This design comes from an exercise in tuning for small area, a short achievable clock period and few clock cycles on the open sky130 flow, not from production work.
At most, simulation tests tie the RTL to the original design; equivalence was not proved.
Power figures rest on the tool's default switching activity, not on a simulated workload.

==> flow/design.v (excerpt) <==
module Conv(
  clk,
  rst_n,
  image_valid,
  filter_valid,
  in_data,
  out_valid,
  out_data
);
For scale: about 610 cells after synthesis.
Settings: LEC_CHECK=0, CAP_MARGIN=20, CORE_MARGIN=2, CORE_UTILIZATION=70, CTS_BUF_LIST=sky130_fd_sc_hd__clkbuf_8, CTS_CLUSTER_DIAMETER=100, CTS_CLUSTER_SIZE=40, SETUP_SLACK_MARGIN=3.9, SLEW_MARGIN=20, TNS_END_PERCENT=100; clock period 6.0 ns.
run.sh (not shown) runs the stock make flow with config.mk's settings and CLKGATE_MAP_FILE= SYNTH_SCRIPT=/design/flow/synth_recipe.tcl, a recipe that flattens the netlist after the stock synthesis.
Testbench counts at the start, summed over its fixed seeds: cycles 9,600.
Then changed:
--- a/flow/config.mk
+++ b/flow/config.mk
@@ -12,5 +12,4 @@
 export CTS_CLUSTER_DIAMETER = 100
 export CTS_CLUSTER_SIZE = 40
-export SETUP_SLACK_MARGIN = 3.9
+export SETUP_SLACK_MARGIN = 3.5
 export SLEW_MARGIN = 20
-export TNS_END_PERCENT = 100
What happened: The new run finished with timing, DRC and antenna clean. Wire length shrinks by roughly a tenth. Die area stays the same. Cell area drops by a few percent.

---

red:
Another version of the RTL of Conv (not shown whole).
For scale: ~17 I/O pins, roughly 0.0084 mm² of cells after synthesis.
// Conv
module Conv(
  clk,
  rst_n,
  image_valid,
  filter_valid,
  in_data,
  out_valid,
  out_data
);
make LEC_CHECK=0 CAP_MARGIN=20 CORE_MARGIN=2 CORE_UTILIZATION=75 CTS_BUF_LIST='sky130_fd_sc_hd__clkbuf_4 sky130_fd_sc_hd__clkbuf_8' CTS_CLUSTER_DIAMETER=50 CTS_CLUSTER_SIZE=20 SETUP_SLACK_MARGIN=3.5 SLEW_MARGIN=20 finish   # period 6.0 ns
Testbench counts of red, summed over its fixed seeds: cycles 9,600.
Here is what was changed in the inputs of blue compared with red.
Settings: CTS_BUF_LIST changed from sky130_fd_sc_hd__clkbuf_4 sky130_fd_sc_hd__clkbuf_8 to sky130_fd_sc_hd__clkbuf_8; CORE_UTILIZATION changed from 75 to 70; CTS_CLUSTER_SIZE changed from 20 to 40; CTS_CLUSTER_DIAMETER changed from 50 to 100.
## What came out
- blue reports a lower combinational power than red does.
- Compared with red, blue shows a lower multi-input gate share of total cell area.
- The global router's overall resource usage in blue sits 3.3 points below the value recorded for red.
- On synthesis-to-finish area growth, red and blue are neck and neck.
- red → blue: instance area after placement stayed essentially flat; final instance count without filler cells fell by about 0.35%; number of global-route vias before repair fell by 319; number of diodes stayed essentially flat; wire length fell by 7.0%.
- Clock share of power was lower in the run labelled red.

---

Conv, a different RTL version from the one above (not shown whole).
Size in the first run: ~17 I/O pins, ~8700 um2 of cells after synthesis.
Settings: LEC_CHECK=0, CAP_MARGIN=20, CORE_MARGIN=2, CORE_UTILIZATION=75, CTS_BUF_LIST=sky130_fd_sc_hd__clkbuf_4 sky130_fd_sc_hd__clkbuf_8, CTS_CLUSTER_DIAMETER=50, CTS_CLUSTER_SIZE=20, SETUP_SLACK_MARGIN=3.5, SLEW_MARGIN=20; clock period 6.0 ns.
Next try:
Settings changed: CORE_UTILIZATION 75 to 70, CTS_BUF_LIST sky130_fd_sc_hd__clkbuf_4 sky130_fd_sc_hd__clkbuf_8 to sky130_fd_sc_hd__clkbuf_8, CTS_CLUSTER_DIAMETER 50 to 100, CTS_CLUSTER_SIZE 20 to 40.
The new run went through all stages and came out clean.
Area after synthesis stays the same.
Setup slack gains 7.7 ps.
Die area grows by 6.9%.
Via count shrinks by 2.3%.
Final cell count grows by 3.7%.
Power shrinks by 1.7%.
Sequential share of layout area shrinks by 0.41 points.
Non-clock buffer count grows by 3.
Cell area grows by 0.74%.
Clock-buffer cell count shrinks by 3.
Worst hold slack gains 3.5 ps.
No functional check of the RTL was part of any run of this note.

---

Another version of the RTL of Conv (not shown whole).
For scale: ~820 cells after synthesis, roughly 180 flip-flops, roughly 8800 um2 of cells after synthesis.
// Conv
module Conv(
  clk,
  rst_n,
  image_valid,
  filter_valid,
  in_data,
  out_valid,
  out_data
);
input clk,rst_n,image_valid,filter_valid;
input [2:0] in_data;
output [8:0] out_data;
output logic out_valid;
function automatic [5:0] m3(input [2:0] a, input [2:0] b);
  case ({a, b})
    6'd0: m3 = 6'd0;
    6'd1: m3 = 6'd0;
    6'd2: m3 = 6'd0;
    6'd3: m3 = 6'd0;
    6'd4: m3 = 6'd0;
    6'd5: m3 = 6'd0;
    6'd6: m3 = 6'd0;
    6'd7: m3 = 6'd0;
    6'd8: m3 = 6'd0;
    6'd9: m3 = 6'd1;
    6'd10: m3 = 6'd2;
    6'd11: m3 = 6'd3;
    6'd12: m3 = 6'd4;
    6'd13: m3 = 6'd5;
    6'd14: m3 = 6'd6;
    6'd15: m3 = 6'd7;
    6'd16: m3 = 6'd0;
    6'd17: m3 = 6'd2;
    6'd18: m3 = 6'd4;
    6'd19: m3 = 6'd6;
    6'd20: m3 = 6'd8;
    6'd21: m3 = 6'd10;
    6'd22: m3 = 6'd12;
    6'd23: m3 = 6'd14;
    6'd24: m3 = 6'd0;
    6'd25: m3 = 6'd3;
    6'd26: m3 = 6'd6;
    6'd27: m3 = 6'd9;
    6'd28: m3 = 6'd12;
    6'd29: m3 = 6'd15;
    6'd30: m3 = 6'd18;
    6'd31: m3 = 6'd21;
    6'd32: m3 = 6'd0;
    6'd33: m3 = 6'd4;
    6'd34: m3 = 6'd8;
    6'd35: m3 = 6'd12;
    6'd36: m3 = 6'd16;
    6'd37: m3 = 6'd20;
    6'd38: m3 = 6'd24;
    6'd39: m3 = 6'd28;
    6'd40: m3 = 6'd0;
    6'd41: m3 = 6'd5;
    6'd42: m3 = 6'd10;
    6'd43: m3 = 6'd15;
    6'd44: m3 = 6'd20;
    6'd45: m3 = 6'd25;
    6'd46: m3 = 6'd30;
    6'd47: m3 = 6'd35;
    6'd48: m3 = 6'd0;
    6'd49: m3 = 6'd6;
    6'd50: m3 = 6'd12;
    6'd51: m3 = 6'd18;
    6'd52: m3 = 6'd24;
    6'd53: m3 = 6'd30;
    6'd54: m3 = 6'd36;
    6'd55: m3 = 6'd42;
    6'd56: m3 = 6'd0;
    6'd57: m3 = 6'd7;
    6'd58: m3 = 6'd14;
    6'd59: m3 = 6'd21;
    6'd60: m3 = 6'd28;
    6'd61: m3 = 6'd35;
    6'd62: m3 = 6'd42;
    6'd63: m3 = 6'd49;
  endcase
endfunction
logic [2:0] f [0:8];     
logic [2:0] q [0:15];    
logic [5:0] cnt;         
logic [7:0] U1_s, U1_c;
logic [8:0] U2_s, U2_c;
logic [8:0] S_s, S_c;
logic [5:0] Z;           
logic [8:0] C;           
logic [8:0] M0, M1, M2;  
logic v0, v1;            
logic codd, first, last;  
wire u1_1 = (f[0][0] & q[15][0]) ^ (f[1][0] & q[14][0]);
  ...
==> flow/config.mk <==
export PLATFORM = sky130hd
export DESIGN_NAME = Conv
export DESIGN_NICKNAME = Conv
export VERILOG_FILES = /design/flow/design.v
export SDC_FILE = /design/flow/constraint.sdc
export NUM_CORES = 4
export LEC_CHECK = 0
export ABC_AREA = 1
export CAP_MARGIN = 20
export CORE_MARGIN = 2
export CORE_UTILIZATION = 70
export CTS_BUF_LIST = sky130_fd_sc_hd__clkbuf_4 sky130_fd_sc_hd__clkbuf_8
export CTS_CLUSTER_DIAMETER = 50
export CTS_CLUSTER_SIZE = 20
export SETUP_SLACK_MARGIN = 3.6
export SLEW_MARGIN = 20
==> flow/constraint.sdc <==
create_clock -name core_clock -period 6.0 [get_ports {clk}]
set_input_delay 1.2000 -clock core_clock [delete_from_list [all_inputs] [get_ports {clk}]]
set_output_delay 1.2000 -clock core_clock [all_outputs]
set_load 0.01 [all_outputs]
Testbench counts at the start, summed over its fixed seeds: cycles 9,600.
Then changed:
==> flow/config.mk (replaced) <==
export PLATFORM = sky130hd
export DESIGN_NAME = Conv
export DESIGN_NICKNAME = Conv
export VERILOG_FILES = /design/flow/design.v
export SDC_FILE = /design/flow/constraint.sdc
export NUM_CORES = 4
export LEC_CHECK = 0
export CAP_MARGIN = 20
export CORE_MARGIN = 2
export CORE_UTILIZATION = 70
export CTS_BUF_LIST = sky130_fd_sc_hd__clkbuf_8
export CTS_CLUSTER_DIAMETER = 100
export CTS_CLUSTER_SIZE = 40
export SETUP_SLACK_MARGIN = 3.5
export SLEW_MARGIN = 20
What happened: The changed run passed the timing, design-rule and antenna checks; synthesized cell count went down by 19%; clock power fell by 14%; final cell count went down by 17%; combinational power goes down by about 6%; global-route usage came out lower by 0.79 points; flip-flop and latch count does not change; routed wire length is lower by 6.9%; design area goes down by 3.1%; total power drops by 5.5%.
Then changed:
--- a/flow/config.mk
+++ b/flow/config.mk
@@ -7,8 +7,9 @@
 export LEC_CHECK = 0
+export ABC_AREA = 1
 export CAP_MARGIN = 20
 export CORE_MARGIN = 2
-export CORE_UTILIZATION = 70
-export CTS_BUF_LIST = sky130_fd_sc_hd__clkbuf_8
-export CTS_CLUSTER_DIAMETER = 100
-export CTS_CLUSTER_SIZE = 40
+export CORE_UTILIZATION = 75
+export CTS_BUF_LIST = sky130_fd_sc_hd__clkbuf_4 sky130_fd_sc_hd__clkbuf_8
+export CTS_CLUSTER_DIAMETER = 50
+export CTS_CLUSTER_SIZE = 20
 export SETUP_SLACK_MARGIN = 3.5
The changed run went through all stages and came out clean.
Worst setup slack gains 23 ps.
Count of clock-buffer cells in the layout grows by 4.
Utilization grows by 4.9 points.
Sequential power stays flat.
Then changed:
--- a/flow/config.mk
+++ b/flow/config.mk
@@ -7,6 +7,5 @@
 export LEC_CHECK = 0
-export ABC_AREA = 1
 export CAP_MARGIN = 20
 export CORE_MARGIN = 2
-export CORE_UTILIZATION = 75
+export CORE_UTILIZATION = 80
 export CTS_BUF_LIST = sky130_fd_sc_hd__clkbuf_4 sky130_fd_sc_hd__clkbuf_8
@@ -14,3 +13,3 @@
 export CTS_CLUSTER_SIZE = 20
-export SETUP_SLACK_MARGIN = 3.5
+export SETUP_SLACK_MARGIN = 3.7
 export SLEW_MARGIN = 20
After rerunning: The changed run passed the timing, design-rule and antenna checks; die area drops by 8.1%; setup slack loses 320 ps; wire length climbs by 86%; cell count drops by 12%; clock power climbs by 30%; design area climbs by 5.7%; synthesized cell count drops by 19%; count of clock-buffer cells in the layout drops by 4; critical path depth climbs by 4.

---

Conv, a different RTL version from the one above (not shown whole).
Size in the first run: ~540 cells after synthesis, ~7900 um2 of cells after synthesis.
clock: 6.0 ns
lec_check: 0
cap_margin: 20
core_margin: 2
core_utilization: 40
setup_slack_margin: 3.0
slew_margin: 20
The baseline finished clean.
Testbench counts at the start, summed over its fixed seeds: cycles 9,600.
==> next run, changes <==
--- a/flow/config.mk
+++ b/flow/config.mk
@@ -9,4 +9,3 @@
 export CORE_MARGIN = 2
 export CORE_UTILIZATION = 40
-export SETUP_SLACK_MARGIN = 3.0
 export SLEW_MARGIN = 20
Result: The new run completed without violations. Count of clock-buffer cells in the layout came out lower by 3. Register-to-register slack gets worse by 200 ps. Critical path depth stays the same. Routed wire length drops by about 6.6%. Design area drops by about 2.3%.

-- static timing again, ports no longer ideal --
The results above use ideal ports. As a check the final layouts listed here were re-extracted and re-timed, cells and wires unchanged.
Step 1 (the two cells are an assumption about what drives the block):
set clk [get_ports {clk}]
set_driving_cell -lib_cell sky130_fd_sc_hd__clkbuf_16 $clk
set_driving_cell -lib_cell sky130_fd_sc_hd__buf_2 [delete_from_list [all_inputs] $clk]
Step 2, shift: input delay + t, output delay - t, t = (earliest + latest rising clock arrival at the registers) / 2. This alone moves slack from input paths to output paths.
Slacks: ideal ports / drivers / drivers and shift; pairs: ideal ports / drivers.
run	shift t [ns]	setup WS [ns]	hold WS [ns]	latest minus earliest clock arrival (ns)	pins driven straight from the clock port
the first run of note 1	0.503	3.551 / 3.551 / 3.481	0.359 / 0.359 / 0.359	0.012 / 0.012	1
the second run of note 1	0.486	3.432 / 3.440 / 2.954	0.368 / 0.368 / 0.368	0.018 / 0.018	1
red	0.499	3.517 / 3.533 / 3.034	0.388 / 0.388 / 0.388	0.012 / 0.012	1
blue	0.486	3.588 / 3.567 / 3.137	0.355 / 0.355 / 0.355	0.013 / 0.013	1
the first run of note 3	0.481	3.511 / 3.511 / 3.150	0.359 / 0.359 / 0.359	0.010 / 0.010	1
the second run of note 3	0.492	3.519 / 3.519 / 3.128	0.363 / 0.363 / 0.363	0.015 / 0.015	1
the first run of note 4	0.485	3.599 / 3.563 / 3.245	0.367 / 0.367 / 0.367	0.010 / 0.010	1
the second run of note 4	0.512	3.586 / 3.558 / 3.183	0.368 / 0.368 / 0.368	0.011 / 0.011	1
the third run of note 4	0.493	3.609 / 3.576 / 3.134	0.367 / 0.367 / 0.367	0.018 / 0.019	1
the fourth run of note 4	0.548	3.286 / 3.286 / 2.784	0.376 / 0.376 / 0.376	0.024 / 0.024	1
the first run of note 5	0.456	2.964 / 2.964 / 2.964	0.348 / 0.348 / 0.348	0.012 / 0.012	1
the second run of note 5	0.468	2.763 / 2.763 / 2.763	0.348 / 0.348 / 0.348	0.013 / 0.012	1
After both steps every run listed still meets setup and hold. The setup slack of the fourth run of note 4, which loses most, moves by 0.000 ns with the drivers and by -0.502 ns with both steps.
